Optimization exercise on an open flow, not production practice.
RTL: at most simulated, not proved equivalent.
Clock network not from TritonCTS: every run shown here.
The clock port is an ideal driver here.
Power: default activity.

$ cat design.v
module alu_top(clk, a, b, op, out, carry_out, over_flow, zero);
input clk;
input [31:0] a, b;
input [2:0] op;
output reg [31:0] out;
output reg carry_out, over_flow, zero;
reg [31:0] a_r, b_r;
reg [2:0] op_r;
wire [31:0] alu_out;
wire alu_carry_out, alu_over_flow, alu_zero;
ALU alu_core(a_r, b_r, op_r, alu_out, alu_carry_out, alu_over_flow, alu_zero);
always @(posedge clk) begin
	a_r <= a;
	b_r <= b;
	op_r <= op;
	out <= alu_out;
	carry_out <= alu_carry_out;
	over_flow <= alu_over_flow;
	zero <= alu_zero;
end
endmodule

module lf_and2(a, b, y);
input a, b;
output y;
assign y = a & b;
endmodule
module lf_aoi21(a, b, c, y);
input a, b, c;
output y;
assign y = ~((a & b) | c);
endmodule
module lf_inv(a, y);
input a;
output y;
assign y = ~a;
endmodule
module lf_mux2(s, a, b, y);
input s, a, b;
output y;
assign y = s ? b : a;
endmodule
module lf_mux2i(s, a, b, y);
input s, a, b;
output y;
assign y = ~(s ? b : a);
endmodule
module lf_nand2(a, b, y);
input a, b;
output y;
assign y = ~(a & b);
endmodule
module lf_nand4(a, b, c, d, y);
input a, b, c, d;
output y;
assign y = ~(a & b & c & d);
endmodule
module lf_nandn(a, b, y);
input a, b;
output y;
assign y = ~(~a & b);
endmodule
module lf_nor2(a, b, y);
input a, b;
output y;
assign y = ~(a | b);
endmodule
module lf_oai21(a, b, c, y);
input a, b, c;
output y;
assign y = ~((a | b) & c);
endmodule
module lf_oai22(a, b, c, d, y);
input a, b, c, d;
output y;
assign y = ~((a | b) & (c | d));
endmodule
module lf_xnor2(a, b, y);
input a, b;
output y;
assign y = ~(a ^ b);
endmodule
module lf_xor2(a, b, y);
input a, b;
output y;
assign y = a ^ b;
endmodule
module ALU(a, b, addr, out, carry_out, over_flow, zero);
input [31:0] a, b;
input [2:0] addr;
output [31:0] out;
output carry_out, over_flow, zero;
wire op3 = (addr == 3'd3);
wire bi  = (addr == 3'd1) | op3;             
wire inv = (addr == 3'd5) | (addr == 3'd6);  
wire ci  = bi | inv;                         
wire cin_n = ~ci;
wire epn = (addr == 3'd3) | (addr == 3'd4) | (addr == 3'd5);  
wire egn = ~addr[2];                                           
wire ec  = (addr == 3'd0) | (addr == 3'd1);
wire ecn = ~ec;
wire q_1;
wire q_2;
wire q_3;
wire q_4;
wire q_5;
wire q_6;
wire q_7;
wire q_8;
wire q_9;
wire q_10;
wire q_11;
wire q_12;
wire q_13;
wire q_14;
wire q_15;
wire q_16;
wire q_17;
wire q_18;
wire q_19;
wire q_20;
wire q_21;
wire q_22;
wire q_23;
wire q_24;
wire q_25;
wire q_26;
wire q_27;
wire q_28;
wire q_29;
wire q_30;
wire q_31;
wire q_32;
wire bin_33;
wire bin_34;
wire bin_35;
wire bin_36;
wire bin_37;
wire bin_38;
wire bin_39;
wire bin_40;
wire pn_41;
wire pn_42;
wire pn_43;
wire pn_44;
wire pn_45;
wire pn_46;
wire pn_47;
wire pn_48;
wire pn_49;
wire pn_50;
wire pn_51;
wire pn_52;
wire pn_53;
wire pn_54;
wire pn_55;
wire pn_56;
wire pn_57;
wire pn_58;
wire pn_59;
wire pn_60;
wire pn_61;
wire pn_62;
wire pn_63;
wire pn_64;
wire pn_65;
wire pn_66;
wire pn_67;
wire pn_68;
wire pn_69;
wire pn_70;
wire pn_71;
wire pn_72;
wire gn_73;
wire gn_74;
wire gn_75;
wire gn_76;
wire gn_77;
wire gn_78;
wire gn_79;
wire gn_80;
wire gn_81;
wire gn_82;
wire gn_83;
wire gn_84;
wire gn_85;
wire gn_86;
wire gn_87;
wire gn_88;
wire gn_89;
wire gn_90;
wire gn_91;
wire gn_92;
wire gn_93;
wire gn_94;
wire gn_95;
wire gn_96;
wire gn_97;
wire gn_98;
wire gn_99;
wire gn_100;
wire gn_101;
wire gn_102;
wire gn_103;
wire gn_104;
wire G_105;
wire G_106;
wire G_107;
wire P_108;
wire G_109;
wire P_110;
wire G_111;
wire P_112;
wire G_113;
wire P_114;
wire G_115;
wire P_116;
wire G_117;
wire P_118;
wire G_119;
wire P_120;
wire G_121;
wire P_122;
wire G_123;
wire P_124;
wire G_125;
wire P_126;
wire G_127;
wire P_128;
wire G_129;
wire P_130;
wire G_131;
wire P_132;
wire G_133;
wire P_134;
wire G_135;
wire P_136;
wire G_137;
wire G_138;
wire P_139;
wire G_140;
wire P_141;
wire G_142;
wire P_143;
wire G_144;
wire P_145;
wire G_146;
wire P_147;
wire G_148;
wire P_149;
wire G_150;
wire P_151;
wire G_152;
wire G_153;
wire P_154;
wire G_155;
wire P_156;
wire G_157;
wire P_158;
wire G_159;
wire G_160;
wire P_161;
wire G_162;
wire i_163;
wire G_164;
wire i_165;
wire G_166;
wire G_167;
wire G_168;
wire i_169;
wire G_170;
wire G_171;
wire G_172;
wire G_173;
wire G_174;
wire i_175;
wire G_176;
wire G_177;
wire i_178;
wire G_179;
wire G_180;
wire G_181;
wire G_182;
wire G_183;
wire i_184;
wire G_185;
wire G_186;
wire G_187;
wire G_188;
wire i_189;
wire G_190;
wire G_191;
wire G_192;
wire G_193;
wire i_194;
wire G_195;
wire G_196;
wire L_197;
wire L_198;
wire kn_199;
wire M_200;
wire L_201;
wire k_202;
wire M_203;
wire L_204;
wire M_205;
wire L_206;
wire M_207;
wire L_208;
wire M_209;
wire L_210;
wire M_211;
wire L_212;
wire M_213;
wire L_214;
wire M_215;
wire L_216;
wire M_217;
wire L_218;
wire M_219;
wire L_220;
wire M_221;
wire L_222;
wire M_223;
wire L_224;
wire M_225;
wire L_226;
wire M_227;
wire L_228;
wire M_229;
wire L_230;
wire kn_231;
wire M_232;
wire L_233;
wire k_234;
wire M_235;
wire L_236;
wire M_237;
wire L_238;
wire M_239;
wire L_240;
wire M_241;
wire L_242;
wire M_243;
wire L_244;
wire M_245;
wire L_246;
wire M_247;
wire L_248;
wire M_249;
wire L_250;
wire M_251;
wire L_252;
wire M_253;
wire L_254;
wire M_255;
wire L_256;
wire M_257;
wire L_258;
wire M_259;
wire L_260;
wire M_261;
wire L_262;
wire M_263;
wire z_264;
wire z_265;
wire z_266;
wire z_267;
wire z_268;
wire z_269;
wire z_270;
wire z_271;
wire z_272;
wire z_273;
wire z_274;
wire z_275;
wire z_276;
wire z_277;
wire z_278;
wire z_279;
wire z_280;
wire z_281;
wire z_282;
wire z_283;
wire z_284;
wire z_285;
wire mb0;
wire c31 = G_196;
wire c32 = G_162;
wire p31 = ~pn_72;
wire k1 = (op3 & ~p31) | inv;
wire k0 = (op3 & p31) | inv;
wire m1 = (ec & ci) | k1;
wire m0 = (ec & ci) | k0;
assign carry_out = c32 ^ inv;
assign over_flow = c31 ^ c32;
  lf_xnor2 u0 (.a(a[0]), .b(b[0]), .y(q_1));
  lf_xnor2 u1 (.a(a[1]), .b(b[1]), .y(q_2));
  lf_xnor2 u2 (.a(a[2]), .b(b[2]), .y(q_3));
  lf_xnor2 u3 (.a(a[3]), .b(b[3]), .y(q_4));
  lf_xnor2 u4 (.a(a[4]), .b(b[4]), .y(q_5));
  lf_xnor2 u5 (.a(a[5]), .b(b[5]), .y(q_6));
  lf_xnor2 u6 (.a(a[6]), .b(b[6]), .y(q_7));
  lf_xnor2 u7 (.a(a[7]), .b(b[7]), .y(q_8));
  lf_xnor2 u8 (.a(a[8]), .b(b[8]), .y(q_9));
  lf_xnor2 u9 (.a(a[9]), .b(b[9]), .y(q_10));
  lf_xnor2 u10 (.a(a[10]), .b(b[10]), .y(q_11));
  lf_xnor2 u11 (.a(a[11]), .b(b[11]), .y(q_12));
  lf_xnor2 u12 (.a(a[12]), .b(b[12]), .y(q_13));
  lf_xnor2 u13 (.a(a[13]), .b(b[13]), .y(q_14));
  lf_xnor2 u14 (.a(a[14]), .b(b[14]), .y(q_15));
  lf_xnor2 u15 (.a(a[15]), .b(b[15]), .y(q_16));
  lf_xnor2 u16 (.a(a[16]), .b(b[16]), .y(q_17));
  lf_xnor2 u17 (.a(a[17]), .b(b[17]), .y(q_18));
  lf_xnor2 u18 (.a(a[18]), .b(b[18]), .y(q_19));
  lf_xnor2 u19 (.a(a[19]), .b(b[19]), .y(q_20));
  lf_xnor2 u20 (.a(a[20]), .b(b[20]), .y(q_21));
  lf_xnor2 u21 (.a(a[21]), .b(b[21]), .y(q_22));
  lf_xnor2 u22 (.a(a[22]), .b(b[22]), .y(q_23));
  lf_xnor2 u23 (.a(a[23]), .b(b[23]), .y(q_24));
  lf_xnor2 u24 (.a(a[24]), .b(b[24]), .y(q_25));
  lf_xnor2 u25 (.a(a[25]), .b(b[25]), .y(q_26));
  lf_xnor2 u26 (.a(a[26]), .b(b[26]), .y(q_27));
  lf_xnor2 u27 (.a(a[27]), .b(b[27]), .y(q_28));
  lf_xnor2 u28 (.a(a[28]), .b(b[28]), .y(q_29));
  lf_xnor2 u29 (.a(a[29]), .b(b[29]), .y(q_30));
  lf_xnor2 u30 (.a(a[30]), .b(b[30]), .y(q_31));
  lf_xnor2 u31 (.a(a[31]), .b(b[31]), .y(q_32));
  lf_nandn u32 (.a(addr[2]), .b(addr[0]), .y(bin_33));
  lf_nandn u33 (.a(addr[2]), .b(addr[0]), .y(bin_34));
  lf_nandn u34 (.a(addr[2]), .b(addr[0]), .y(bin_35));
  lf_nandn u35 (.a(addr[2]), .b(addr[0]), .y(bin_36));
  lf_nandn u36 (.a(addr[2]), .b(addr[0]), .y(bin_37));
  lf_nandn u37 (.a(addr[2]), .b(addr[0]), .y(bin_38));
  lf_nandn u38 (.a(addr[2]), .b(addr[0]), .y(bin_39));
  lf_nandn u39 (.a(addr[2]), .b(addr[0]), .y(bin_40));
  lf_xnor2 u40 (.a(q_1), .b(bin_33), .y(pn_41));
  lf_xnor2 u41 (.a(q_2), .b(bin_33), .y(pn_42));
  lf_xnor2 u42 (.a(q_3), .b(bin_33), .y(pn_43));
  lf_xnor2 u43 (.a(q_4), .b(bin_33), .y(pn_44));
  lf_xnor2 u44 (.a(q_5), .b(bin_34), .y(pn_45));
  lf_xnor2 u45 (.a(q_6), .b(bin_34), .y(pn_46));
  lf_xnor2 u46 (.a(q_7), .b(bin_34), .y(pn_47));
  lf_xnor2 u47 (.a(q_8), .b(bin_34), .y(pn_48));
  lf_xnor2 u48 (.a(q_9), .b(bin_35), .y(pn_49));
  lf_xnor2 u49 (.a(q_10), .b(bin_35), .y(pn_50));
  lf_xnor2 u50 (.a(q_11), .b(bin_35), .y(pn_51));
  lf_xnor2 u51 (.a(q_12), .b(bin_35), .y(pn_52));
  lf_xnor2 u52 (.a(q_13), .b(bin_36), .y(pn_53));
  lf_xnor2 u53 (.a(q_14), .b(bin_36), .y(pn_54));
  lf_xnor2 u54 (.a(q_15), .b(bin_36), .y(pn_55));
  lf_xnor2 u55 (.a(q_16), .b(bin_36), .y(pn_56));
  lf_xnor2 u56 (.a(q_17), .b(bin_37), .y(pn_57));
  lf_xnor2 u57 (.a(q_18), .b(bin_37), .y(pn_58));
  lf_xnor2 u58 (.a(q_19), .b(bin_37), .y(pn_59));
  lf_xnor2 u59 (.a(q_20), .b(bin_37), .y(pn_60));
  lf_xnor2 u60 (.a(q_21), .b(bin_38), .y(pn_61));
  lf_xnor2 u61 (.a(q_22), .b(bin_38), .y(pn_62));
  lf_xnor2 u62 (.a(q_23), .b(bin_38), .y(pn_63));
  lf_xnor2 u63 (.a(q_24), .b(bin_38), .y(pn_64));
  lf_xnor2 u64 (.a(q_25), .b(bin_39), .y(pn_65));
  lf_xnor2 u65 (.a(q_26), .b(bin_39), .y(pn_66));
  lf_xnor2 u66 (.a(q_27), .b(bin_39), .y(pn_67));
  lf_xnor2 u67 (.a(q_28), .b(bin_39), .y(pn_68));
  lf_xnor2 u68 (.a(q_29), .b(bin_40), .y(pn_69));
  lf_xnor2 u69 (.a(q_30), .b(bin_40), .y(pn_70));
  lf_xnor2 u70 (.a(q_31), .b(bin_40), .y(pn_71));
  lf_xnor2 u71 (.a(q_32), .b(bin_40), .y(pn_72));
  lf_nand2 u72 (.a(a[0]), .b(pn_41), .y(gn_73));
  lf_nand2 u73 (.a(a[1]), .b(pn_42), .y(gn_74));
  lf_nand2 u74 (.a(a[2]), .b(pn_43), .y(gn_75));
  lf_nand2 u75 (.a(a[3]), .b(pn_44), .y(gn_76));
  lf_nand2 u76 (.a(a[4]), .b(pn_45), .y(gn_77));
  lf_nand2 u77 (.a(a[5]), .b(pn_46), .y(gn_78));
  lf_nand2 u78 (.a(a[6]), .b(pn_47), .y(gn_79));
  lf_nand2 u79 (.a(a[7]), .b(pn_48), .y(gn_80));
  lf_nand2 u80 (.a(a[8]), .b(pn_49), .y(gn_81));
  lf_nand2 u81 (.a(a[9]), .b(pn_50), .y(gn_82));
  lf_nand2 u82 (.a(a[10]), .b(pn_51), .y(gn_83));
  lf_nand2 u83 (.a(a[11]), .b(pn_52), .y(gn_84));
  lf_nand2 u84 (.a(a[12]), .b(pn_53), .y(gn_85));
  lf_nand2 u85 (.a(a[13]), .b(pn_54), .y(gn_86));
  lf_nand2 u86 (.a(a[14]), .b(pn_55), .y(gn_87));
  lf_nand2 u87 (.a(a[15]), .b(pn_56), .y(gn_88));
  lf_nand2 u88 (.a(a[16]), .b(pn_57), .y(gn_89));
  lf_nand2 u89 (.a(a[17]), .b(pn_58), .y(gn_90));
  lf_nand2 u90 (.a(a[18]), .b(pn_59), .y(gn_91));
  lf_nand2 u91 (.a(a[19]), .b(pn_60), .y(gn_92));
  lf_nand2 u92 (.a(a[20]), .b(pn_61), .y(gn_93));
  lf_nand2 u93 (.a(a[21]), .b(pn_62), .y(gn_94));
  lf_nand2 u94 (.a(a[22]), .b(pn_63), .y(gn_95));
  lf_nand2 u95 (.a(a[23]), .b(pn_64), .y(gn_96));
  lf_nand2 u96 (.a(a[24]), .b(pn_65), .y(gn_97));
  lf_nand2 u97 (.a(a[25]), .b(pn_66), .y(gn_98));
  lf_nand2 u98 (.a(a[26]), .b(pn_67), .y(gn_99));
  lf_nand2 u99 (.a(a[27]), .b(pn_68), .y(gn_100));
  lf_nand2 u100 (.a(a[28]), .b(pn_69), .y(gn_101));
  lf_nand2 u101 (.a(a[29]), .b(pn_70), .y(gn_102));
  lf_nand2 u102 (.a(a[30]), .b(pn_71), .y(gn_103));
  lf_nand2 u103 (.a(a[31]), .b(pn_72), .y(gn_104));
  lf_mux2i u104 (.s(pn_41), .a(ci), .b(a[0]), .y(G_105));
  lf_oai21 u105 (.a(pn_42), .b(G_105), .c(gn_74), .y(G_106));
  lf_oai21 u106 (.a(pn_44), .b(gn_75), .c(gn_76), .y(G_107));
  lf_nor2 u107 (.a(pn_44), .b(pn_43), .y(P_108));
  lf_oai21 u108 (.a(pn_46), .b(gn_77), .c(gn_78), .y(G_109));
  lf_nor2 u109 (.a(pn_46), .b(pn_45), .y(P_110));
  lf_oai21 u110 (.a(pn_48), .b(gn_79), .c(gn_80), .y(G_111));
  lf_nor2 u111 (.a(pn_48), .b(pn_47), .y(P_112));
  lf_oai21 u112 (.a(pn_50), .b(gn_81), .c(gn_82), .y(G_113));
  lf_nor2 u113 (.a(pn_50), .b(pn_49), .y(P_114));
  lf_oai21 u114 (.a(pn_52), .b(gn_83), .c(gn_84), .y(G_115));
  lf_nor2 u115 (.a(pn_52), .b(pn_51), .y(P_116));
  lf_oai21 u116 (.a(pn_54), .b(gn_85), .c(gn_86), .y(G_117));
  lf_nor2 u117 (.a(pn_54), .b(pn_53), .y(P_118));
  lf_oai21 u118 (.a(pn_56), .b(gn_87), .c(gn_88), .y(G_119));
  lf_nor2 u119 (.a(pn_56), .b(pn_55), .y(P_120));
  lf_oai21 u120 (.a(pn_58), .b(gn_89), .c(gn_90), .y(G_121));
  lf_nor2 u121 (.a(pn_58), .b(pn_57), .y(P_122));
  lf_oai21 u122 (.a(pn_60), .b(gn_91), .c(gn_92), .y(G_123));
  lf_nor2 u123 (.a(pn_60), .b(pn_59), .y(P_124));
  lf_oai21 u124 (.a(pn_62), .b(gn_93), .c(gn_94), .y(G_125));
  lf_nor2 u125 (.a(pn_62), .b(pn_61), .y(P_126));
  lf_oai21 u126 (.a(pn_64), .b(gn_95), .c(gn_96), .y(G_127));
  lf_nor2 u127 (.a(pn_64), .b(pn_63), .y(P_128));
  lf_oai21 u128 (.a(pn_66), .b(gn_97), .c(gn_98), .y(G_129));
  lf_nor2 u129 (.a(pn_66), .b(pn_65), .y(P_130));
  lf_oai21 u130 (.a(pn_68), .b(gn_99), .c(gn_100), .y(G_131));
  lf_nor2 u131 (.a(pn_68), .b(pn_67), .y(P_132));
  lf_oai21 u132 (.a(pn_70), .b(gn_101), .c(gn_102), .y(G_133));
  lf_nor2 u133 (.a(pn_70), .b(pn_69), .y(P_134));
  lf_oai21 u134 (.a(pn_72), .b(gn_103), .c(gn_104), .y(G_135));
  lf_nor2 u135 (.a(pn_72), .b(pn_71), .y(P_136));
  lf_aoi21 u136 (.a(P_108), .b(G_106), .c(G_107), .y(G_137));
  lf_aoi21 u137 (.a(P_112), .b(G_109), .c(G_111), .y(G_138));
  lf_nand2 u138 (.a(P_112), .b(P_110), .y(P_139));
  lf_aoi21 u139 (.a(P_116), .b(G_113), .c(G_115), .y(G_140));
  lf_nand2 u140 (.a(P_116), .b(P_114), .y(P_141));
  lf_aoi21 u141 (.a(P_120), .b(G_117), .c(G_119), .y(G_142));
  lf_nand2 u142 (.a(P_120), .b(P_118), .y(P_143));
  lf_aoi21 u143 (.a(P_124), .b(G_121), .c(G_123), .y(G_144));
  lf_nand2 u144 (.a(P_124), .b(P_122), .y(P_145));
  lf_aoi21 u145 (.a(P_128), .b(G_125), .c(G_127), .y(G_146));
  lf_nand2 u146 (.a(P_128), .b(P_126), .y(P_147));
  lf_aoi21 u147 (.a(P_132), .b(G_129), .c(G_131), .y(G_148));
  lf_nand2 u148 (.a(P_132), .b(P_130), .y(P_149));
  lf_aoi21 u149 (.a(P_136), .b(G_133), .c(G_135), .y(G_150));
  lf_nand2 u150 (.a(P_136), .b(P_134), .y(P_151));
  lf_oai21 u151 (.a(P_139), .b(G_137), .c(G_138), .y(G_152));
  lf_oai21 u152 (.a(P_143), .b(G_140), .c(G_142), .y(G_153));
  lf_nor2 u153 (.a(P_143), .b(P_141), .y(P_154));
  lf_oai21 u154 (.a(P_147), .b(G_144), .c(G_146), .y(G_155));
  lf_nor2 u155 (.a(P_147), .b(P_145), .y(P_156));
  lf_oai21 u156 (.a(P_151), .b(G_148), .c(G_150), .y(G_157));
  lf_nor2 u157 (.a(P_151), .b(P_149), .y(P_158));
  lf_aoi21 u158 (.a(P_154), .b(G_152), .c(G_153), .y(G_159));
  lf_aoi21 u159 (.a(P_158), .b(G_155), .c(G_157), .y(G_160));
  lf_nand2 u160 (.a(P_158), .b(P_156), .y(P_161));
  lf_oai21 u161 (.a(P_161), .b(G_159), .c(G_160), .y(G_162));
  lf_inv u162 (.a(G_159), .y(i_163));
  lf_aoi21 u163 (.a(P_156), .b(i_163), .c(G_155), .y(G_164));
  lf_inv u164 (.a(G_152), .y(i_165));
  lf_oai21 u165 (.a(P_141), .b(i_165), .c(G_140), .y(G_166));
  lf_oai21 u166 (.a(P_145), .b(G_159), .c(G_144), .y(G_167));
  lf_oai21 u167 (.a(P_149), .b(G_164), .c(G_148), .y(G_168));
  lf_inv u168 (.a(G_137), .y(i_169));
  lf_aoi21 u169 (.a(P_110), .b(i_169), .c(G_109), .y(G_170));
  lf_aoi21 u170 (.a(P_114), .b(G_152), .c(G_113), .y(G_171));
  lf_aoi21 u171 (.a(P_118), .b(G_166), .c(G_117), .y(G_172));
  lf_aoi21 u172 (.a(P_122), .b(i_163), .c(G_121), .y(G_173));
  lf_aoi21 u173 (.a(P_126), .b(G_167), .c(G_125), .y(G_174));
  lf_inv u174 (.a(G_164), .y(i_175));
  lf_aoi21 u175 (.a(P_130), .b(i_175), .c(G_129), .y(G_176));
  lf_aoi21 u176 (.a(P_134), .b(G_168), .c(G_133), .y(G_177));
  lf_inv u177 (.a(G_106), .y(i_178));
  lf_oai21 u178 (.a(pn_43), .b(i_178), .c(gn_75), .y(G_179));
  lf_oai21 u179 (.a(pn_45), .b(G_137), .c(gn_77), .y(G_180));
  lf_oai21 u180 (.a(pn_47), .b(G_170), .c(gn_79), .y(G_181));
  lf_oai21 u181 (.a(pn_49), .b(i_165), .c(gn_81), .y(G_182));
  lf_oai21 u182 (.a(pn_51), .b(G_171), .c(gn_83), .y(G_183));
  lf_inv u183 (.a(G_166), .y(i_184));
  lf_oai21 u184 (.a(pn_53), .b(i_184), .c(gn_85), .y(G_185));
  lf_oai21 u185 (.a(pn_55), .b(G_172), .c(gn_87), .y(G_186));
  lf_oai21 u186 (.a(pn_57), .b(G_159), .c(gn_89), .y(G_187));
  lf_oai21 u187 (.a(pn_59), .b(G_173), .c(gn_91), .y(G_188));
  lf_inv u188 (.a(G_167), .y(i_189));
  lf_oai21 u189 (.a(pn_61), .b(i_189), .c(gn_93), .y(G_190));
  lf_oai21 u190 (.a(pn_63), .b(G_174), .c(gn_95), .y(G_191));
  lf_oai21 u191 (.a(pn_65), .b(G_164), .c(gn_97), .y(G_192));
  lf_oai21 u192 (.a(pn_67), .b(G_176), .c(gn_99), .y(G_193));
  lf_inv u193 (.a(G_168), .y(i_194));
  lf_oai21 u194 (.a(pn_69), .b(i_194), .c(gn_101), .y(G_195));
  lf_oai21 u195 (.a(pn_71), .b(G_177), .c(gn_103), .y(G_196));
  lf_oai22 u196 (.a(pn_41), .b(epn), .c(gn_73), .d(egn), .y(L_197));
  lf_xor2 u197 (.a(L_197), .b(mb0), .y(out[0]));
  lf_oai22 u198 (.a(pn_42), .b(epn), .c(gn_74), .d(egn), .y(L_198));
  lf_mux2i u199 (.s(G_162), .a(k0), .b(k1), .y(kn_199));
  lf_oai21 u200 (.a(G_105), .b(ecn), .c(kn_199), .y(M_200));
  lf_xor2 u201 (.a(L_198), .b(M_200), .y(out[1]));
  lf_oai22 u202 (.a(pn_43), .b(epn), .c(gn_75), .d(egn), .y(L_201));
  lf_mux2 u203 (.s(G_162), .a(k0), .b(k1), .y(k_202));
  lf_aoi21 u204 (.a(G_106), .b(ec), .c(k_202), .y(M_203));
  lf_xnor2 u205 (.a(L_201), .b(M_203), .y(out[2]));
  lf_oai22 u206 (.a(pn_44), .b(epn), .c(gn_76), .d(egn), .y(L_204));
  lf_aoi21 u207 (.a(G_179), .b(ec), .c(k_202), .y(M_205));
  lf_xnor2 u208 (.a(L_204), .b(M_205), .y(out[3]));
  lf_oai22 u209 (.a(pn_45), .b(epn), .c(gn_77), .d(egn), .y(L_206));
  lf_oai21 u210 (.a(G_137), .b(ecn), .c(kn_199), .y(M_207));
  lf_xor2 u211 (.a(L_206), .b(M_207), .y(out[4]));
  lf_oai22 u212 (.a(pn_46), .b(epn), .c(gn_78), .d(egn), .y(L_208));
  lf_aoi21 u213 (.a(G_180), .b(ec), .c(k_202), .y(M_209));
  lf_xnor2 u214 (.a(L_208), .b(M_209), .y(out[5]));
  lf_oai22 u215 (.a(pn_47), .b(epn), .c(gn_79), .d(egn), .y(L_210));
  lf_oai21 u216 (.a(G_170), .b(ecn), .c(kn_199), .y(M_211));
  lf_xor2 u217 (.a(L_210), .b(M_211), .y(out[6]));
  lf_oai22 u218 (.a(pn_48), .b(epn), .c(gn_80), .d(egn), .y(L_212));
  lf_aoi21 u219 (.a(G_181), .b(ec), .c(k_202), .y(M_213));
  lf_xnor2 u220 (.a(L_212), .b(M_213), .y(out[7]));
  lf_oai22 u221 (.a(pn_49), .b(epn), .c(gn_81), .d(egn), .y(L_214));
  lf_aoi21 u222 (.a(G_152), .b(ec), .c(k_202), .y(M_215));
  lf_xnor2 u223 (.a(L_214), .b(M_215), .y(out[8]));
  lf_oai22 u224 (.a(pn_50), .b(epn), .c(gn_82), .d(egn), .y(L_216));
  lf_aoi21 u225 (.a(G_182), .b(ec), .c(k_202), .y(M_217));
  lf_xnor2 u226 (.a(L_216), .b(M_217), .y(out[9]));
  lf_oai22 u227 (.a(pn_51), .b(epn), .c(gn_83), .d(egn), .y(L_218));
  lf_oai21 u228 (.a(G_171), .b(ecn), .c(kn_199), .y(M_219));
  lf_xor2 u229 (.a(L_218), .b(M_219), .y(out[10]));
  lf_oai22 u230 (.a(pn_52), .b(epn), .c(gn_84), .d(egn), .y(L_220));
  lf_aoi21 u231 (.a(G_183), .b(ec), .c(k_202), .y(M_221));
  lf_xnor2 u232 (.a(L_220), .b(M_221), .y(out[11]));
  lf_oai22 u233 (.a(pn_53), .b(epn), .c(gn_85), .d(egn), .y(L_222));
  lf_aoi21 u234 (.a(G_166), .b(ec), .c(k_202), .y(M_223));
  lf_xnor2 u235 (.a(L_222), .b(M_223), .y(out[12]));
  lf_oai22 u236 (.a(pn_54), .b(epn), .c(gn_86), .d(egn), .y(L_224));
  lf_aoi21 u237 (.a(G_185), .b(ec), .c(k_202), .y(M_225));
  lf_xnor2 u238 (.a(L_224), .b(M_225), .y(out[13]));
  lf_oai22 u239 (.a(pn_55), .b(epn), .c(gn_87), .d(egn), .y(L_226));
  lf_oai21 u240 (.a(G_172), .b(ecn), .c(kn_199), .y(M_227));
  lf_xor2 u241 (.a(L_226), .b(M_227), .y(out[14]));
  lf_oai22 u242 (.a(pn_56), .b(epn), .c(gn_88), .d(egn), .y(L_228));
  lf_aoi21 u243 (.a(G_186), .b(ec), .c(k_202), .y(M_229));
  lf_xnor2 u244 (.a(L_228), .b(M_229), .y(out[15]));
  lf_oai22 u245 (.a(pn_57), .b(epn), .c(gn_89), .d(egn), .y(L_230));
  lf_mux2i u246 (.s(G_162), .a(k0), .b(k1), .y(kn_231));
  lf_oai21 u247 (.a(G_159), .b(ecn), .c(kn_231), .y(M_232));
  lf_xor2 u248 (.a(L_230), .b(M_232), .y(out[16]));
  lf_oai22 u249 (.a(pn_58), .b(epn), .c(gn_90), .d(egn), .y(L_233));
  lf_mux2 u250 (.s(G_162), .a(k0), .b(k1), .y(k_234));
  lf_aoi21 u251 (.a(G_187), .b(ec), .c(k_234), .y(M_235));
  lf_xnor2 u252 (.a(L_233), .b(M_235), .y(out[17]));
  lf_oai22 u253 (.a(pn_59), .b(epn), .c(gn_91), .d(egn), .y(L_236));
  lf_oai21 u254 (.a(G_173), .b(ecn), .c(kn_231), .y(M_237));
  lf_xor2 u255 (.a(L_236), .b(M_237), .y(out[18]));
  lf_oai22 u256 (.a(pn_60), .b(epn), .c(gn_92), .d(egn), .y(L_238));
  lf_aoi21 u257 (.a(G_188), .b(ec), .c(k_234), .y(M_239));
  lf_xnor2 u258 (.a(L_238), .b(M_239), .y(out[19]));
  lf_oai22 u259 (.a(pn_61), .b(epn), .c(gn_93), .d(egn), .y(L_240));
  lf_aoi21 u260 (.a(G_167), .b(ec), .c(k_234), .y(M_241));
  lf_xnor2 u261 (.a(L_240), .b(M_241), .y(out[20]));
  lf_oai22 u262 (.a(pn_62), .b(epn), .c(gn_94), .d(egn), .y(L_242));
  lf_aoi21 u263 (.a(G_190), .b(ec), .c(k_234), .y(M_243));
  lf_xnor2 u264 (.a(L_242), .b(M_243), .y(out[21]));
  lf_oai22 u265 (.a(pn_63), .b(epn), .c(gn_95), .d(egn), .y(L_244));
  lf_oai21 u266 (.a(G_174), .b(ecn), .c(kn_231), .y(M_245));
  lf_xor2 u267 (.a(L_244), .b(M_245), .y(out[22]));
  lf_oai22 u268 (.a(pn_64), .b(epn), .c(gn_96), .d(egn), .y(L_246));
  lf_aoi21 u269 (.a(G_191), .b(ec), .c(k_234), .y(M_247));
  lf_xnor2 u270 (.a(L_246), .b(M_247), .y(out[23]));
  lf_oai22 u271 (.a(pn_65), .b(epn), .c(gn_97), .d(egn), .y(L_248));
  lf_oai21 u272 (.a(G_164), .b(ecn), .c(kn_231), .y(M_249));
  lf_xor2 u273 (.a(L_248), .b(M_249), .y(out[24]));
  lf_oai22 u274 (.a(pn_66), .b(epn), .c(gn_98), .d(egn), .y(L_250));
  lf_aoi21 u275 (.a(G_192), .b(ec), .c(k_234), .y(M_251));
  lf_xnor2 u276 (.a(L_250), .b(M_251), .y(out[25]));
  lf_oai22 u277 (.a(pn_67), .b(epn), .c(gn_99), .d(egn), .y(L_252));
  lf_oai21 u278 (.a(G_176), .b(ecn), .c(kn_231), .y(M_253));
  lf_xor2 u279 (.a(L_252), .b(M_253), .y(out[26]));
  lf_oai22 u280 (.a(pn_68), .b(epn), .c(gn_100), .d(egn), .y(L_254));
  lf_aoi21 u281 (.a(G_193), .b(ec), .c(k_234), .y(M_255));
  lf_xnor2 u282 (.a(L_254), .b(M_255), .y(out[27]));
  lf_oai22 u283 (.a(pn_69), .b(epn), .c(gn_101), .d(egn), .y(L_256));
  lf_aoi21 u284 (.a(G_168), .b(ec), .c(k_234), .y(M_257));
  lf_xnor2 u285 (.a(L_256), .b(M_257), .y(out[28]));
  lf_oai22 u286 (.a(pn_70), .b(epn), .c(gn_102), .d(egn), .y(L_258));
  lf_aoi21 u287 (.a(G_195), .b(ec), .c(k_234), .y(M_259));
  lf_xnor2 u288 (.a(L_258), .b(M_259), .y(out[29]));
  lf_oai22 u289 (.a(pn_71), .b(epn), .c(gn_103), .d(egn), .y(L_260));
  lf_oai21 u290 (.a(G_177), .b(ecn), .c(kn_231), .y(M_261));
  lf_xor2 u291 (.a(L_260), .b(M_261), .y(out[30]));
  lf_oai22 u292 (.a(pn_72), .b(epn), .c(gn_104), .d(egn), .y(L_262));
  lf_aoi21 u293 (.a(G_196), .b(ec), .c(k_234), .y(M_263));
  lf_xnor2 u294 (.a(L_262), .b(M_263), .y(out[31]));
  lf_nor2 u295 (.a(out[0]), .b(out[1]), .y(z_264));
  lf_nor2 u296 (.a(out[2]), .b(out[3]), .y(z_265));
  lf_nor2 u297 (.a(out[4]), .b(out[5]), .y(z_266));
  lf_nor2 u298 (.a(out[6]), .b(out[7]), .y(z_267));
  lf_nor2 u299 (.a(out[8]), .b(out[9]), .y(z_268));
  lf_nor2 u300 (.a(out[10]), .b(out[11]), .y(z_269));
  lf_nor2 u301 (.a(out[12]), .b(out[13]), .y(z_270));
  lf_nor2 u302 (.a(out[14]), .b(out[15]), .y(z_271));
  lf_nor2 u303 (.a(out[16]), .b(out[17]), .y(z_272));
  lf_nor2 u304 (.a(out[18]), .b(out[19]), .y(z_273));
  lf_nor2 u305 (.a(out[20]), .b(out[21]), .y(z_274));
  lf_nor2 u306 (.a(out[22]), .b(out[23]), .y(z_275));
  lf_nor2 u307 (.a(out[24]), .b(out[25]), .y(z_276));
  lf_nor2 u308 (.a(out[26]), .b(out[27]), .y(z_277));
  lf_nor2 u309 (.a(out[28]), .b(out[29]), .y(z_278));
  lf_nor2 u310 (.a(out[30]), .b(out[31]), .y(z_279));
  lf_nand4 u311 (.a(z_264), .b(z_265), .c(z_266), .d(z_267), .y(z_280));
  lf_nand4 u312 (.a(z_268), .b(z_269), .c(z_270), .d(z_271), .y(z_281));
  lf_nand4 u313 (.a(z_272), .b(z_273), .c(z_274), .d(z_275), .y(z_282));
  lf_nand4 u314 (.a(z_276), .b(z_277), .c(z_278), .d(z_279), .y(z_283));
  lf_nor2 u315 (.a(z_280), .b(z_281), .y(z_284));
  lf_nor2 u316 (.a(z_282), .b(z_283), .y(z_285));
  lf_and2 u317 (.a(z_284), .b(z_285), .y(zero));
lf_mux2 um (.s(c32), .a(m0), .b(m1), .y(mb0));   
endmodule
$ cat flow/run.sh
#!/bin/bash
# The standard layout (standard.sh) with these changes to how it is made:
#  - the port buffers are sky130 buf_1 rather than the resizer's default pick;
#  - before floorplanning every combinational cell is set to drive strength 1
#    (flow/downsize.tcl), so only the resizer's timing repair sizes cells up;
#  - the timing repair aims at a setup slack margin of SETUP_MARGIN ns;
#  - the clock port drives MCTS_K buffers that each drive the flip-flops of
#    one region (flow/cts_hook.tcl), instead of TritonCTS's two-level tree.
# Each tool's output goes to ORFS's own per-step logs under orfs/logs; make's
# output goes to standard.log.
export BUFFER_PORTS_ARGS="-buffer_cell sky130_fd_sc_hd__buf_1"
export SETUP_SLACK_MARGIN=${SETUP_MARGIN:-10.8}
export PRE_FLOORPLAN_TCL=$PWD/flow/downsize.tcl
export MCTS_K=${MCTS_K:-4}
export MCTS_CELL=${MCTS_CELL:-sky130_fd_sc_hd__buf_12}
export PRE_CTS_TCL=$PWD/flow/cts_hook.tcl
bash standard.sh > standard.log 2>&1
$ cat flow/cts_hook.tcl
# Clock distribution with one level of buffers: the clock port drives
# K buffer cells, each driving the flip-flops of one region of the
# core (the flip-flops split into K groups of equal size by position).
proc manual_cts {K {cell sky130_fd_sc_hd__clkbuf_16}} {
  set block [ord::get_db_block]
  set clknet [$block findNet clk]
  set master [[ord::get_db] findMaster $cell]
  set sinks {}
  foreach it [$clknet getITerms] {
    set inst [$it getInst]
    set xy [$inst getLocation]
    lappend sinks [list $it [lindex $xy 0] [lindex $xy 1]]
  }
  # split along the longer side of the sinks' bounding box
  set xs [lsort -integer [lmap s $sinks {lindex $s 1}]]
  set ys [lsort -integer [lmap s $sinks {lindex $s 2}]]
  set idx [expr {([lindex $xs end] - [lindex $xs 0]) >= ([lindex $ys end] - [lindex $ys 0]) ? 1 : 2}]
  set sinks [lsort -integer -index $idx $sinks]
  set n [llength $sinks]
  for {set g 0} {$g < $K} {incr g} {
    set lo [expr {$g * $n / $K}]
    set hi [expr {($g + 1) * $n / $K - 1}]
    set grp [lrange $sinks $lo $hi]
    set inst [odb::dbInst_create $block $master "clkbuf_m_$g"]
    set net [odb::dbNet_create $block "clk_m_$g"]
    $net setSigType CLOCK
    [$inst findITerm A] connect $clknet
    [$inst findITerm X] connect $net
    set sx 0; set sy 0
    foreach s $grp {
      set it [lindex $s 0]
      $it disconnect
      $it connect $net
      incr sx [lindex $s 1]; incr sy [lindex $s 2]
    }
    set m [llength $grp]
    $inst setLocation [expr {$sx / $m}] [expr {$sy / $m}]
    $inst setPlacementStatus PLACED
  }
}

# Used as the PRE_CTS hook of the standard flow: build the one-level clock
# distribution here, then let cts.tcl go on (detailed placement, timing
# repair) with TritonCTS's own tree building turned into a no-op.
manual_cts $::env(MCTS_K) $::env(MCTS_CELL)
set_propagated_clock [all_clocks]
rename clock_tree_synthesis tritoncts_clock_tree_synthesis
proc clock_tree_synthesis {args} {
  puts "cts_hook.tcl: clock_tree_synthesis skipped (one-level clock buffers built in the PRE_CTS hook)"
}
$ cat flow/downsize.tcl
# Start placement from the smallest drive of every combinational cell that
# synthesis sized up; the timing repair later in the flow sizes up again only
# the cells on paths that need it. Flip-flops are left as synthesis made them.
set db [ord::get_db]
set n 0
foreach inst [[ord::get_db_block] getInsts] {
  set m [[$inst getMaster] getName]
  if {[regexp {^(sky130_fd_sc_hd__([a-z0-9]+))_([0-9]+)$} $m -> base kind sz] && $sz > 1
      && ![string match df* $kind] && ![string match sdf* $kind] && ![string match dl* $kind]} {
    set nm [$db findMaster ${base}_1]
    if {$nm ne "NULL"} {
      $inst swapMaster $nm
      incr n
    }
  }
}
puts "downsize.tcl: $n cells set to drive strength 1"
$ cat standard.sh
#!/bin/bash
# synth_recipe.tcl (not shown) runs the flow's synth.tcl, then flattens the netlist and writes it again
# the make line also repeats each setting of config.mk as NAME=value (left out here)
make -C /OpenROAD-flow-scripts/flow DESIGN_CONFIG=/design/flow/config.mk WORK_HOME=/design/flow/orfs CLKGATE_MAP_FILE= SYNTH_SCRIPT=/design/flow/synth_recipe.tcl "${@:-finish}"
$ cat config.mk
export PLATFORM = sky130hd
export DESIGN_NAME = alu_top
export DESIGN_NICKNAME = alu_top
export VERILOG_FILES = /design/flow/design.v
export SDC_FILE = /design/flow/constraint.sdc
export NUM_CORES = 4
export LEC_CHECK = 0
export CAP_MARGIN = 20
export CORE_MARGIN = 2
export CORE_UTILIZATION = 40
export SLEW_MARGIN = 20
export SYNTH_HIERARCHICAL = 1
$ cat constraint.sdc
create_clock -name core_clock -period 14.5 [get_ports {clk}]
set_input_delay 2.9000 -clock core_clock [delete_from_list [all_inputs] [get_ports {clk}]]
set_output_delay 2.9000 -clock core_clock [all_outputs]
set_load 0.01 [all_outputs]
==> qor.yml, run 1 <==
run_status:
  status: "timing/DRC/antenna clean"
sta:
  worst_pin_slew_ns: 0.769
  finalSetupViolCount: 0
  hold_violations: 0
  finClkSkew_ns: 0.00767
  final-max-slew-violation-count: 0
  rsz0062_at_grt: "no"
  min_period_over_period_pct: 24.5
  min_period_ns: 3.56
  clock.fmax_ghz: 0.281
  relSlewSlack_pct: 48.7
  fin_tns_setup_ns: 0
  worst_slack_ns: 10.94
global_routing:
  grt_overflow_total: 0
  grt_max_degree: 34
  antenna_found_initial: 0
  grt_pass1_wl_mm: 14.7
  grt_pass1_vias: 3171
  gr-usage-all-layers_pct: 15.7
floorplanning:
  die-width_um: 105
  io_pins: 103
  rows: 36
  start_util_pct: 41.6
  core-area_mm2: 0.00986
  die_y_um: 105
  die-area_mm2: 0.0111
worst_setup_path:
  max_stage_delay_ns: 0.36
  slowest_stage: "dfxtp_1"
  critPathTopFamily: "flip-flops"
  path_class: "reg2out"
  critPathBufInv: 1
  worstPathMaxFanout: 1
  worst_ep_arrival_time_ns: 0.66
  endpoint_kind: "output port"
  startpoint_type: "flop"
  path_cells: "buf_1"
  crit_required_ns: 11.60
pwr:
  vdd_drop_max_mv: 0.0620
  total_power_mw: 0.697
  p_per_area_mw_per_mm2: 141
  power.leakage_nw: 1.81
yosys:
  syn-num-nets: 509
  syn_inst: 441
  yosys_warnings: 7
placed_design:
  place_congestion: 0.830
  pre_cts_ws_ns: 10.06
  hpwl_mm: 6.89
  io_buffers: 102
routing:
  wirelength_mm: 9.15
  vias: 3306
  drcViolationCount: 0
  wl_per_cell_um: 13.4
  ant_nets: 0
  dr.first_iter.drc_count: 105
  via_per_inst: 4.85
  firstDrtPassIters: 4
layout:
  diodes: 0
  finalNetCount: 619
  drive_above_1_share_pct: 6.92
  fillers: 988
min_path:
  min_path_type: "reg2reg"
flow_run:
  maxCapViolations: 0
clock_network:
  cts.clk_slew.worst_paths_ns: 0.10
  clk_latency_ns: 0.13
  holdBufCountCts: 0
## routing by layer
metal,track usage (%),wire length (µm),vias to the layer above
met5,0,0,-
met4,2.19,115,0
met3,0.989,342,8
met2,26.7,4170,75
met1,22.5,4520,1501
li1,-,-,1722
## worst reg2reg max path, stage by stage (launching register included)
cell and delay, ns:
dfxtp_2 0.40, nand2b_2 0.30, xnor2_2 0.27, nand2_1 0.13, o21ai_1 0.20, a21oi_1 0.11, o21ai_1 0.24, a21oi_4 0.08
o21ai_4 0.28, mux2_1 0.54, a21oi_1 0.22, xnor2_1 0.20, nor2_1 0.09, nand4_1 0.12, nor2_1 0.05, and2_1 0.12
## flip-flops by register name, indices dropped and copies added, names as in the netlist
register / flops
out: 32
carry_out: 1
b_r: 32
a_r: 32
zero: 1
over_flow: 1
op_r: 3
## area by class of cell
class / instances / area [µm²] / share of cell area, %
inverter: 10 / 37.5 / 0.762
buffer: 4 / 80.1 / 1.63
multi-input combinational: 328 / 2190 / 44.5
tap: 133 / 166 / 3.38
sequential: 102 / 2050 / 41.5
timing repair buffer: 105 / 405 / 8.23
## placed cells by master (no fill, tap or decap), drive strengths merged, types with 9 or more instances in the layout
| cell type | count |
|---|---|
| o21ai | 52 |
| xor2 | 14 |
| nand2 | 44 |
| xnor2 | 86 |
| dfxtp | 102 |
| a21oi | 38 |
| nand2b | 9 |
| buf | 109 |
| o22ai | 32 |
| inv | 10 |
| nor2 | 37 |
## metrics by stage
step | instance area, µm² | utilization (%) | cells | hold slack, ns
2_1_floorplan | 4100 | - | 441 | 0.594
3_3_place_gp | 4660 | 47.2 | 676 | 0.658
3_5_place_dp | 4660 | 47.2 | 676 | 0.660
4_1_cts | 4790 | 48.6 | 681 | 0.633
5_1_grt | 4930 | 49.9 | 682 | 0.697
6_report | 4930 | 49.9 | 682 | 0.636
## where the power goes
part	switching [mW]	leakage, nW	internal (mW)
registers	0.0189	0.861	0.329
logic	0.144	0.916	0.0928
clock network	0.0675	0.0376	0.0450
total	0.230	1.81	0.466
## final timing paths
| check | startpoint | to | slack [ns] | cells after the start |
|---|---|---|---|---|
| setup / recovery | out[13] | out[13] | 10.94 | 1 |
| hold / removal | op_r[2] | carry_out | 0.64 | 2 |
| setup reg to reg | op_r[2] | zero | 11.06 | 15 |
| hold reg to reg | op_r[2] | carry_out | 0.64 | 2 |
## what timing repair did
| action | 4_1_cts | 5_1_grt |
|---|---|---|
| endpoints found under the setup margin | 34 | 1 |
| pin swaps | 1 | 5 |
| buffers inserted | 1 | 1 |
| resized for setup | 12 | 23 |
==> run 2, diff against run 1 <==
--- a/flow/run.sh
+++ b/flow/run.sh
@@ -9,7 +9,7 @@
 # Each tool's output goes to ORFS's own per-step logs under orfs/logs; make's
 # output goes to standard.log.
 export BUFFER_PORTS_ARGS="-buffer_cell sky130_fd_sc_hd__buf_1"
-export SETUP_SLACK_MARGIN=${SETUP_MARGIN:-10.8}
+export SETUP_SLACK_MARGIN=${SETUP_MARGIN:-10.6}
 export PRE_FLOORPLAN_TCL=$PWD/flow/downsize.tcl
 export MCTS_K=${MCTS_K:-4}
 export MCTS_CELL=${MCTS_CELL:-sky130_fd_sc_hd__buf_12}
==> qor.yml, run 2 <==
run_status:
  status: "timing/DRC/antenna clean"  # unchanged
worst_setup_path:
  crit_required_ns: 14.54  # was 11.60 ns
  worstPathMaxFanout: 15  # was 1
  endpoint_kind: "flop"  # was output port
  r2r-start: "op_r[2]"  # unchanged
  reg2reg_slack_ns: 10.93  # was 11.06 ns
  startpoint: "op_r[2]"  # was out[13]
  timing.rr.end: "zero"  # unchanged
  path_class: "reg2reg"  # was reg2out
  startpoint_type: "flop"  # unchanged
  crit_end: "zero"  # was out[13]
  reg2reg_depth: 15  # unchanged
  worst_ep_arrival_time_ns: 3.61  # was 0.66 ns
placed_design:
  io_buffers: 102  # unchanged
  place_congestion: 0.830  # unchanged
  hpwl_mm: 6.89  # unchanged
clock_network:
  cts.clk_slew.worst_paths_ns: 0.10  # about the same
  clk_latency_ns: 0.14  # was 0.13 ns
  holdBufCountCts: 0  # unchanged
min_path:
  min_path_type: "reg2reg"  # unchanged
routing:
  drcViolationCount: 0  # unchanged
  ant_nets: 0  # unchanged
  wl_per_cell_um: 13.2  # was 13.4 µm
  via_per_inst: 4.82  # was 4.85
  firstDrtPassIters: 4  # unchanged
  dr.first_iter.drc_count: 124  # was 105
  wirelength_mm: 9.02  # was 9.15 mm
  vias: 3281  # was 3306
global_routing:
  grt_max_degree: 34  # unchanged
  grt_pass1_wl_mm: 14.7  # about the same
  grt_overflow_total: 0  # unchanged
  gr-usage-all-layers_pct: 15.7  # about the same
  grt_pass1_vias: 3174  # was 3171
  antenna_found_initial: 0  # unchanged
layout:
  final_cell_mix: "buf_1, dfxtp_1, xnor2_1, o21ai_1, nand2_1"  # unchanged
  seq_area_mm2: 0.00205  # unchanged
  drive_above_1_share_pct: 3.83  # was 6.92%
  multi_input_area_mm2: 0.00209  # was 0.00219 mm²
  diodes: 0  # unchanged
  top_regs: "a_r x32, b_r x32, out x32"  # unchanged
  fillers: 989  # was 988
  final_common_cell: "buf_1"  # unchanged
  finalNetCount: 618  # was 619
sta:
  finClkSkew_ns: 0.0101  # was 0.00767 ns
  hold_violations: 0  # unchanged
  min_period_ns: 3.57  # was 3.56 ns
  min_period_over_period_pct: 24.6  # was 24.5%
  clock.fmax_ghz: 0.280  # was 0.281 GHz
  final-max-slew-violation-count: 0  # unchanged
  relSlewSlack_pct: 49.2  # was 48.7%
  fin_tns_setup_ns: 0  # unchanged
  rsz0062_at_grt: "no"  # unchanged
  finalSetupViolCount: 0  # unchanged
  worst_pin_slew_ns: 0.762  # was 0.769 ns
yosys:
  yosys_warnings: 7  # unchanged
  syn-num-nets: 509  # unchanged
  syn_inst: 441  # unchanged
floorplanning:
  die-area_mm2: 0.0111  # unchanged
  die-width_um: 105  # unchanged
  core-area_mm2: 0.00986  # unchanged
  die_y_um: 105  # unchanged
  rows: 36  # unchanged
  start_util_pct: 41.6  # unchanged
  io_pins: 103  # unchanged
pwr:
  total_power_mw: 0.689  # was 0.697 mW
  power.leakage_nw: 1.75  # was 1.81 nW
  p_per_area_mw_per_mm2: 143  # was 141 mW/mm²
  vdd_drop_max_mv: 0.0620  # about the same
flow_run:
  maxCapViolations: 0  # unchanged
==> run 2: what timing repair did <==
| action | in CTS | in global routing |
|---|---|---|
| endpoints found under the setup margin | 28 | 1 |
| resized for setup | 9 | 8 |
| buffers inserted | 1 | 0 |
| pin swaps | 1 | 2 |
==> run 2: stage by stage <==
step | setup WS, ns | utilization, % | instance area [µm²] | hold WS [ns] | std cells
2_1_floorplan | 11.05 | - | 4100 | 0.594 | 441
3_3_place_gp | 10.22 | 47.2 | 4660 | 0.658 | 676
3_5_place_dp | 10.06 | 47.2 | 4660 | 0.660 | 676
4_1_cts | 10.60 | 48.5 | 4780 | 0.633 | 681
5_1_grt | 10.64 | 48.9 | 4820 | 0.697 | 681
6_report | 10.93 | 48.9 | 4820 | 0.640 | 681
==> run 2: worst min path at each step <==
stage           endpoint  startpoint  depth (start not counted)  slack (ns)
5_1_grt        carry_out     op_r[2]                          2        0.70
3_5_place_dp      out[7]      a_r[7]                          3        0.66
4_1_cts        carry_out     op_r[2]                          2        0.63
3_3_place_gp      out[5]      a_r[5]                          3        0.66
2_1_floorplan  carry_out     op_r[2]                          2        0.59
6_report       carry_out     op_r[2]                          2        0.64
==> run 2: power breakdown <==
part	switching, mW	leakage [nW]	internal [mW]
clock	0.0681	0.0376	0.0450
combinational	0.140	0.856	0.0885
sequential	0.0188	0.861	0.329
==> run 2: worst max-delay path, cell delays in order (launching register included) <==
cell and delay [ns]:
dfxtp_2 0.40, nand2b_1 0.28, xnor2_1 0.37, nand2_1 0.15, o21ai_1 0.21, a21oi_1 0.11
o21ai_1 0.24, a21oi_4 0.07, o21ai_4 0.30, mux2_1 0.54, a21oi_1 0.22, xnor2_1 0.19
nor2_1 0.08, nand4_1 0.12, nor2_1 0.06, and2_1 0.12
==> run 2: area by class of cell <==
class	instances	share of cell area (%)
multi-input combinational	328	43.4
buffer	4	1.66
sequential	102	42.4
inverter	10	0.778
timing repair buffer	104	8.25
tap	133	3.45
==> run 2: per-layer routing <==
metal / vias to the layer above / share of wire [%] / global-route usage, %
met5: - / 0 / 0
met4: 0 / 1.3 / 2.19
met3: 8 / 4.0 / 0.989
met2: 79 / 45 / 26.7
met1: 1479 / 49 / 22.5
li1: 1715 / - / -
==> run 3, diff against run 2 <==
--- a/flow/run.sh
+++ b/flow/run.sh
@@ -9,7 +9,7 @@
 # Each tool's output goes to ORFS's own per-step logs under orfs/logs; make's
 # output goes to standard.log.
 export BUFFER_PORTS_ARGS="-buffer_cell sky130_fd_sc_hd__buf_1"
-export SETUP_SLACK_MARGIN=${SETUP_MARGIN:-10.6}
+export SETUP_SLACK_MARGIN=${SETUP_MARGIN:-10.7}
 export PRE_FLOORPLAN_TCL=$PWD/flow/downsize.tcl
 export MCTS_K=${MCTS_K:-4}
 export MCTS_CELL=${MCTS_CELL:-sky130_fd_sc_hd__buf_12}
==> qor.yml, run 3 <==
layout:
  finalNetCount: 619  # was 618
  final_cell_mix: "buf_1, dfxtp_1, xnor2_1, o21ai_1, nand2_1"  # unchanged
  top_regs: "a_r x32, b_r x32, out x32"  # unchanged
  diodes: 0  # unchanged
  drive_above_1_share_pct: 5.10  # was 3.83%
  final_common_cell: "buf_1"  # unchanged
worst_setup_path:
  critPathTopFamily: "flip-flops"  # was compound AO/OA/AOI/OAI gates
  r2r-start: "op_r[2]"  # unchanged
  worst_ep_arrival_time_ns: 0.66  # was 3.61 ns
  timing.rr.end: "zero"  # unchanged
  path_class: "reg2out"  # was reg2reg
  critPathBufInv: 1  # was 0
  startpoint_type: "flop"  # unchanged
  crit_end: "out[13]"  # was zero
  reg2reg_slack_ns: 10.99  # was 10.93 ns
  slowest_stage: "dfxtp_1"  # was mux2_1
  max_stage_delay_ns: 0.36  # was 0.54 ns
  crit_required_ns: 11.60  # was 14.54 ns
  path_cells: "buf_1"  # was nand2b_1 -> xnor2_1 -> nand2_1 -> o21ai_1 -> a21oi_1 -> o21ai_1 -> a21oi_4 -> o21ai_4 -> mux2_1 -> a21oi_1 -> xnor2_1 -> nor2_1 -> nand4_1 -> nor2_1 -> and2_1
  startpoint: "out[13]"  # was op_r[2]
  reg2reg_depth: 15  # unchanged
  worstPathMaxFanout: 1  # was 15
  crit_cells: 1  # was 15
  endpoint_kind: "output port"  # was flop
placed_design:
  hpwl_mm: 6.89  # unchanged
  io_buffers: 102  # unchanged
  place_congestion: 0.830  # unchanged
routing:
  wirelength_mm: 9.09  # was 9.02 mm
  ant_nets: 0  # unchanged
  drcViolationCount: 0  # unchanged
  vias: 3321  # was 3281
  wl_per_cell_um: 13.3  # was 13.2 µm
  firstDrtPassIters: 4  # unchanged
  via_per_inst: 4.87  # was 4.82
  dr.first_iter.drc_count: 104  # was 124
clock_network:
  holdBufCountCts: 0  # unchanged
  clk_latency_ns: 0.13  # was 0.14 ns
  cts.clk_slew.worst_paths_ns: 0.10  # about the same
sta:
  rsz0062_at_grt: "no"  # unchanged
  clock.fmax_ghz: 0.281  # was 0.280 GHz
  min_period_ns: 3.56  # was 3.57 ns
  worst_pin_slew_ns: 0.767  # was 0.762 ns
  fin_tns_setup_ns: 0  # unchanged
  finalSetupViolCount: 0  # unchanged
  relSlewSlack_pct: 48.8  # was 49.2%
  min_period_over_period_pct: 24.5  # was 24.6%
  hold_violations: 0  # unchanged
  finClkSkew_ns: 0.00792  # was 0.0101 ns
  final-max-slew-violation-count: 0  # unchanged
floorplanning:
  io_pins: 103  # unchanged
  core-area_mm2: 0.00986  # unchanged
  start_util_pct: 41.6  # unchanged
  die-area_mm2: 0.0111  # unchanged
  die_y_um: 105  # unchanged
  die-width_um: 105  # unchanged
  rows: 36  # unchanged
pwr:
  p_per_area_mw_per_mm2: 142  # was 143 mW/mm²
  total_power_mw: 0.693  # was 0.689 mW
  vdd_drop_max_mv: 0.0621  # was 0.0620 mV
  power.leakage_nw: 1.78  # was 1.75 nW
min_path:
  min_path_type: "reg2reg"  # unchanged
global_routing:
  grt_max_degree: 34  # unchanged
  grt_pass1_wl_mm: 14.7  # about the same
  grt_pass1_vias: 3171  # was 3174
  gr-usage-all-layers_pct: 15.7  # about the same
  grt_overflow_total: 0  # unchanged
  antenna_found_initial: 0  # unchanged
flow_run:
  maxCapViolations: 0  # unchanged
yosys:
  syn_inst: 441  # unchanged
  yosys_warnings: 7  # unchanged
  syn-num-nets: 509  # unchanged
run_status:
  status: "timing/DRC/antenna clean"  # unchanged
[run 3: metal layers]
layer / track usage, % / wire, µm / part of all wire (%) / vias up
li1: - / - / - / 1721
met4: 2.19 / 115 / 1.3 / 0
met2: 26.7 / 4130 / 45 / 83
met1: 22.5 / 4480 / 49 / 1509
met3: 0.989 / 367 / 4.0 / 8
met5: 0 / 0 / 0 / -
[run 3: worst min-delay path by stage]
stage | cells after the start | to | slack, ns | startpoint
3_3_place_gp | 3 | out[5] | 0.66 | a_r[5]
5_1_grt | 2 | carry_out | 0.70 | op_r[2]
4_1_cts | 2 | carry_out | 0.63 | op_r[2]
2_1_floorplan | 2 | carry_out | 0.59 | op_r[2]
6_report | 2 | carry_out | 0.64 | op_r[2]
3_5_place_dp | 3 | out[7] | 0.66 | a_r[7]
[run 3: what timing repair did]
item	4_1_cts	5_1_grt
resized for setup	11	13
buffers inserted	1	1
setup endpoints to repair	33	1
pin swaps	1	2
gates cloned	0	0
[run 3: power by group]
group          switching [mW]  total, mW  internal [mW]
clock                  0.0676      0.113         0.0450
combinational           0.142      0.233         0.0906
sequential             0.0188      0.347          0.329
[run 3: final cells by class]
| type | count | area (µm²) |
|---|---|---|
| plain buffers | 4 | 80.1 |
| fillers | 990 | 4990 |
| inverters | 10 | 37.5 |
| multi-input cells | 328 | 2140 |
| flip-flops and latches | 102 | 2050 |
| well taps | 133 | 166 |
| repair buffers | 105 | 405 |
[run 3: metrics by stage]
step | instance area [µm²] | worst slack, ns | utilization (%) | hold slack (ns) | instances
6_report | 4870 | 10.94 | 49.4 | 0.636 | 682
2_1_floorplan | 4100 | 11.05 | - | 0.594 | 441
5_1_grt | 4870 | 10.71 | 49.4 | 0.698 | 682
3_5_place_dp | 4660 | 10.06 | 47.2 | 0.660 | 676
3_3_place_gp | 4660 | 10.22 | 47.2 | 0.658 | 676
4_1_cts | 4790 | 10.76 | 48.5 | 0.633 | 681
==> run 4, diff against run 3 <==
--- a/config.mk
+++ b/config.mk
@@ -10,3 +10,4 @@
 export CORE_UTILIZATION = 40
 export SLEW_MARGIN = 20
 export SYNTH_HIERARCHICAL = 1
+export TNS_END_PERCENT = 0
==> qor.yml, run 4 <==
layout:
  multi_input_area_mm2: 0.00214  # unchanged
  fillers: 990  # unchanged
  drive_above_1_share_pct: 5.10  # unchanged
  diodes: 0  # unchanged
  finalNetCount: 619  # unchanged
  final_common_cell: "buf_1"  # unchanged
  fin_util_pct: 49.4  # unchanged
  instances_no_fill: 682  # unchanged
  design_area_mm2: 0.00487  # unchanged
  top_regs: "a_r x32, b_r x32, out x32"  # unchanged
  final_cell_mix: "buf_1, dfxtp_1, xnor2_1, o21ai_1, nand2_1"  # unchanged
  seq_area_mm2: 0.00205  # unchanged
worst_setup_path:
  crit_required_ns: 11.60  # about the same
  path_class: "reg2out"  # unchanged
  endpoint_kind: "output port"  # unchanged
  slowest_stage: "dfxtp_1"  # unchanged
  critPathTopFamily: "flip-flops"  # unchanged
  path_cells: "buf_1"  # unchanged
  worst_ep_arrival_time_ns: 0.66  # about the same
  worstPathMaxFanout: 1  # unchanged
  startpoint_type: "flop"  # unchanged
  max_stage_delay_ns: 0.36  # about the same
  critPathBufInv: 1  # unchanged
  r2r-start: "op_r[2]"  # unchanged
  startpoint: "out[13]"  # unchanged
floorplanning:
  start_util_pct: 41.6  # unchanged
  die_y_um: 105  # unchanged
  die-width_um: 105  # unchanged
  rows: 36  # unchanged
  io_pins: 103  # unchanged
  core-area_mm2: 0.00986  # unchanged
  die-area_mm2: 0.0111  # unchanged
sta:
  relSlewSlack_pct: 48.8  # unchanged
  hold_violations: 0  # unchanged
  final-max-slew-violation-count: 0  # unchanged
  fin_tns_setup_ns: 0  # unchanged
  min_period_ns: 3.56  # unchanged
  hold_slack_ns: 0.636  # unchanged
  clock.fmax_ghz: 0.281  # unchanged
  worst_pin_slew_ns: 0.767  # unchanged
  rsz0062_at_grt: "no"  # unchanged
  finClkSkew_ns: 0.00792  # unchanged
  finalSetupViolCount: 0  # unchanged
  min_period_over_period_pct: 24.5  # unchanged
global_routing:
  grt_pass1_vias: 3171  # unchanged
  grt_max_degree: 34  # unchanged
  gr-usage-all-layers_pct: 15.7  # unchanged
  grt_overflow_total: 0  # unchanged
  antenna_found_initial: 0  # unchanged
  grt_pass1_wl_mm: 14.7  # unchanged
pwr:
  vdd_drop_max_mv: 0.0621  # unchanged
  power.leakage_nw: 1.78  # unchanged
  p_per_area_mw_per_mm2: 142  # unchanged
placed_design:
  place_congestion: 0.830  # unchanged
  placedCellCount: 676  # unchanged
  place_area_mm2: 0.00466  # unchanged
  hpwl_mm: 6.89  # unchanged
  io_buffers: 102  # unchanged
routing:
  firstDrtPassIters: 4  # unchanged
  wl_per_cell_um: 13.3  # unchanged
  wirelength_mm: 9.09  # unchanged
  vias: 3321  # unchanged
  drcViolationCount: 0  # unchanged
  dr.first_iter.drc_count: 104  # unchanged
  via_per_inst: 4.87  # unchanged
  ant_nets: 0  # unchanged
clock_network:
  cts.clk_slew.worst_paths_ns: 0.10  # about the same
  clk_latency_ns: 0.13  # about the same
yosys:
  syn_inst: 441  # unchanged
  yosys_warnings: 7  # unchanged
  syn-num-nets: 509  # unchanged
run_status:
  status: "timing/DRC/antenna clean"  # unchanged
min_path:
  min_path_type: "reg2reg"  # unchanged
  hp-start: "op_r[2]"  # unchanged
flow_run:
  maxCapViolations: 0  # unchanged
-- run 4: area by class of cell --
type / count / area share [%]
buffer: 4 / 1.64
inverter: 10 / 0.770
multi-input combinational: 328 / 43.9
sequential: 102 / 42.0
timing repair buffer: 105 / 8.32
tap: 133 / 3.41
-- run 4: power by group --
| part | leakage, nW | internal [mW] | switching (mW) |
|---|---|---|---|
| Combinational | 0.886 | 0.0906 | 0.142 |
| Clock | 0.0376 | 0.0450 | 0.0676 |
| Sequential | 0.861 | 0.329 | 0.0188 |
| Total | 1.78 | 0.464 | 0.229 |
-- run 4: path summary, 6_finish.rpt --
path                                   to  slack (ns)  cells past startpoint
worst min register to register  carry_out        0.64                      2
worst max register to register       zero       10.99                     15
worst min-delay path            carry_out        0.64                      2
worst max-delay path              out[13]       10.94                      1
-- run 4: repair_timing --
action,in CTS,in global routing
setup buffers,1,1
hold buffers,0,0
resized for setup,11,13
pin swaps,1,2
endpoints found under the setup margin,33,1
-- run 4: per-layer routing --
| metal | vias up | track usage (%) | share of wire, % | wire, µm |
|---|---|---|---|---|
| li1 | 1721 | - | - | - |
| met1 | 1509 | 22.5 | 49 | 4480 |
| met2 | 83 | 26.7 | 45 | 4130 |
| met4 | 0 | 2.19 | 1.3 | 115 |
| met3 | 8 | 0.989 | 4.0 | 367 |
| met5 | - | 0 | 0 | 0 |
-- run 4: through the flow --
stage / setup WS [ns] / power, mW
2_1_floorplan: 11.05 / 0.507
3_3_place_gp: 10.22 / 0.575
3_5_place_dp: 10.06 / 0.576
4_1_cts: 10.76 / 0.692
5_1_grt: 10.71 / 0.734
6_report: 10.94 / 0.693
==> run 5, diff against run 4 <==
--- a/config.mk
+++ b/config.mk
@@ -8,6 +8,6 @@
 export CAP_MARGIN = 20
 export CORE_MARGIN = 2
 export CORE_UTILIZATION = 40
+export PLACE_DENSITY = 0.75
 export SLEW_MARGIN = 20
 export SYNTH_HIERARCHICAL = 1
-export TNS_END_PERCENT = 0
==> qor.yml, run 5 <==
run_status:
  status: "timing/DRC/antenna clean"  # unchanged
floorplanning:
  die-width_um: 105  # unchanged
  rows: 36  # unchanged
  start_util_pct: 41.6  # unchanged
  io_pins: 103  # unchanged
  die-area_mm2: 0.0111  # unchanged
  die_y_um: 105  # unchanged
  core-area_mm2: 0.00986  # unchanged
layout:
  final_cell_mix: "buf_1, dfxtp_1, xnor2_1, o21ai_1, nand2_1"  # unchanged
  finalNetCount: 622  # was 619
  drive_above_1_share_pct: 6.34  # was 5.10%
  top_regs: "a_r x32, b_r x32, out x32"  # unchanged
  diodes: 0  # unchanged
  instances_no_fill: 685  # was 682
  final_common_cell: "buf_1"  # unchanged
clock_network:
  cts.clk_slew.worst_paths_ns: 0.10  # about the same
  holdBufCountCts: 0  # unchanged
  clk_latency_ns: 0.13  # about the same
pwr:
  power.leakage_nw: 1.83  # was 1.78 nW
  p_per_area_mw_per_mm2: 142  # about the same
  vdd_drop_max_mv: 0.0500  # was 0.0621 mV
sta:
  clock.fmax_ghz: 0.277  # was 0.281 GHz
  finalSetupViolCount: 0  # unchanged
  min_period_over_period_pct: 24.9  # was 24.5%
  rsz0062_at_grt: "no"  # unchanged
  fin_tns_setup_ns: 0  # unchanged
  worst_slack_ns: 10.89  # was 10.94 ns
  finClkSkew_ns: 0.00396  # was 0.00792 ns
  hold_violations: 0  # unchanged
  min_period_ns: 3.61  # was 3.56 ns
  final-max-slew-violation-count: 0  # unchanged
  worst_pin_slew_ns: 1.06  # was 0.767 ns
  relSlewSlack_pct: 28.6  # was 48.8%
worst_setup_path:
  startpoint_type: "flop"  # unchanged
  path_class: "reg2reg"  # was reg2out
  critPathTopFamily: "compound AO/OA/AOI/OAI gates"  # was flip-flops
  worst_ep_arrival_time_ns: 3.70  # was 0.66 ns
  endpoint_kind: "flop"  # was output port
  slowest_stage: "dfxtp_4"  # was dfxtp_1
  worstPathMaxFanout: 14  # was 1
  max_stage_delay_ns: 0.47  # was 0.36 ns
  cpMostUsedCell: "o21ai_1"
  crit_required_ns: 14.59  # was 11.60 ns
  critPathBufInv: 0  # was 1
  path_cells: "nand2b_1 -> xnor2_1 -> nand2_1 -> o21ai_1 -> a21oi_1 -> o21ai_1 -> a21oi_1 -> o21ai_4 -> mux2i_2 -> o21ai_1 -> xor2_1 -> nor2_1 -> nand4_1 -> nor2_1 -> and2_1"  # was buf_1
yosys:
  syn_inst: 441  # unchanged
  yosys_warnings: 7  # unchanged
  syn-num-nets: 509  # unchanged
global_routing:
  grt_max_degree: 34  # unchanged
  grt_pass1_vias: 3236  # was 3171
  gr-usage-all-layers_pct: 16.1  # was 15.7%
  grt_overflow_total: 0  # unchanged
  grt_pass1_wl_mm: 15.0  # was 14.7 mm
  antenna_found_initial: 0  # unchanged
placed_design:
  hpwl_mm: 7.20  # was 6.89 mm
  place_congestion: 0.887  # was 0.830
  placedCellCount: 676  # unchanged
  pre_cts_ws_ns: 9.99  # was 10.06 ns
  io_buffers: 102  # unchanged
routing:
  firstDrtPassIters: 4  # unchanged
  wirelength_mm: 9.56  # was 9.09 mm
  drcViolationCount: 0  # unchanged
  vias: 3390  # was 3321
  wl_per_cell_um: 14.0  # was 13.3 µm
  dr.first_iter.drc_count: 151  # was 104
  via_per_inst: 4.95  # was 4.87
  ant_nets: 0  # unchanged
min_path:
  min_path_type: "reg2reg"  # unchanged
flow_run:
  maxCapViolations: 0  # unchanged
run 5: path summary, 6_finish.rpt:
path | end | from | slack (ns) | cells past startpoint
worst max-delay path | zero | op_r[0] | 10.89 | 15
worst min-delay path | carry_out | op_r[2] | 0.64 | 2
worst max register to register | zero | op_r[0] | 10.89 | 15
worst min register to register | carry_out | op_r[2] | 0.64 | 2
run 5: final cells by class:
| cell class | count | area [µm²] |
|---|---|---|
| repair buffers | 108 | 428 |
| multi-input cells | 328 | 2170 |
| plain buffers | 4 | 80.1 |
| flip-flops and latches | 102 | 2050 |
| well taps | 133 | 166 |
| inverters | 10 | 37.5 |
| fillers | 944 | 4930 |
run 5: what timing repair did:
action,in CTS,in global routing
setup endpoints to repair,33,1
setup buffers,2,3
endpoints found under the hold margin,0,0
cloned,0,0
pin swaps,1,5
resized for setup,12,18
run 5: worst register-to-register path: stages (launching register included):
cell      delay [ns]
dfxtp_4         0.47
nand2b_1        0.23
xnor2_1         0.38
nand2_1         0.15
o21ai_1         0.18
a21oi_1         0.11
o21ai_1         0.32
a21oi_1         0.17
o21ai_4         0.16
mux2i_2         0.44
o21ai_1         0.16
xor2_1          0.21
nor2_1          0.18
nand4_1         0.12
nor2_1          0.16
and2_1          0.13
run 5: stage by stage:
step	hold slack, ns	area, µm²	power, mW	utilization (%)
after floorplan	0.594	4100	0.507	-
after global placement	0.654	4660	0.573	47.2
after detailed placement	0.664	4660	0.578	47.2
after CTS	0.650	4800	0.695	48.6
after global routing	0.691	4930	0.742	50.0
final	0.643	4930	0.701	50.0
run 5: routing by layer:
layer	wire length (µm)	vias up	GRT usage, %
met3	354	16	0.866
met5	0	-	0
met2	4720	94	29.0
li1	-	1727	-
met4	183	0	2.86
met1	4300	1553	21.3
run 5: report_power, final:
part	switching (mW)	internal [mW]
registers	0.0217	0.329
clock network	0.0688	0.0450
logic	0.144	0.0932
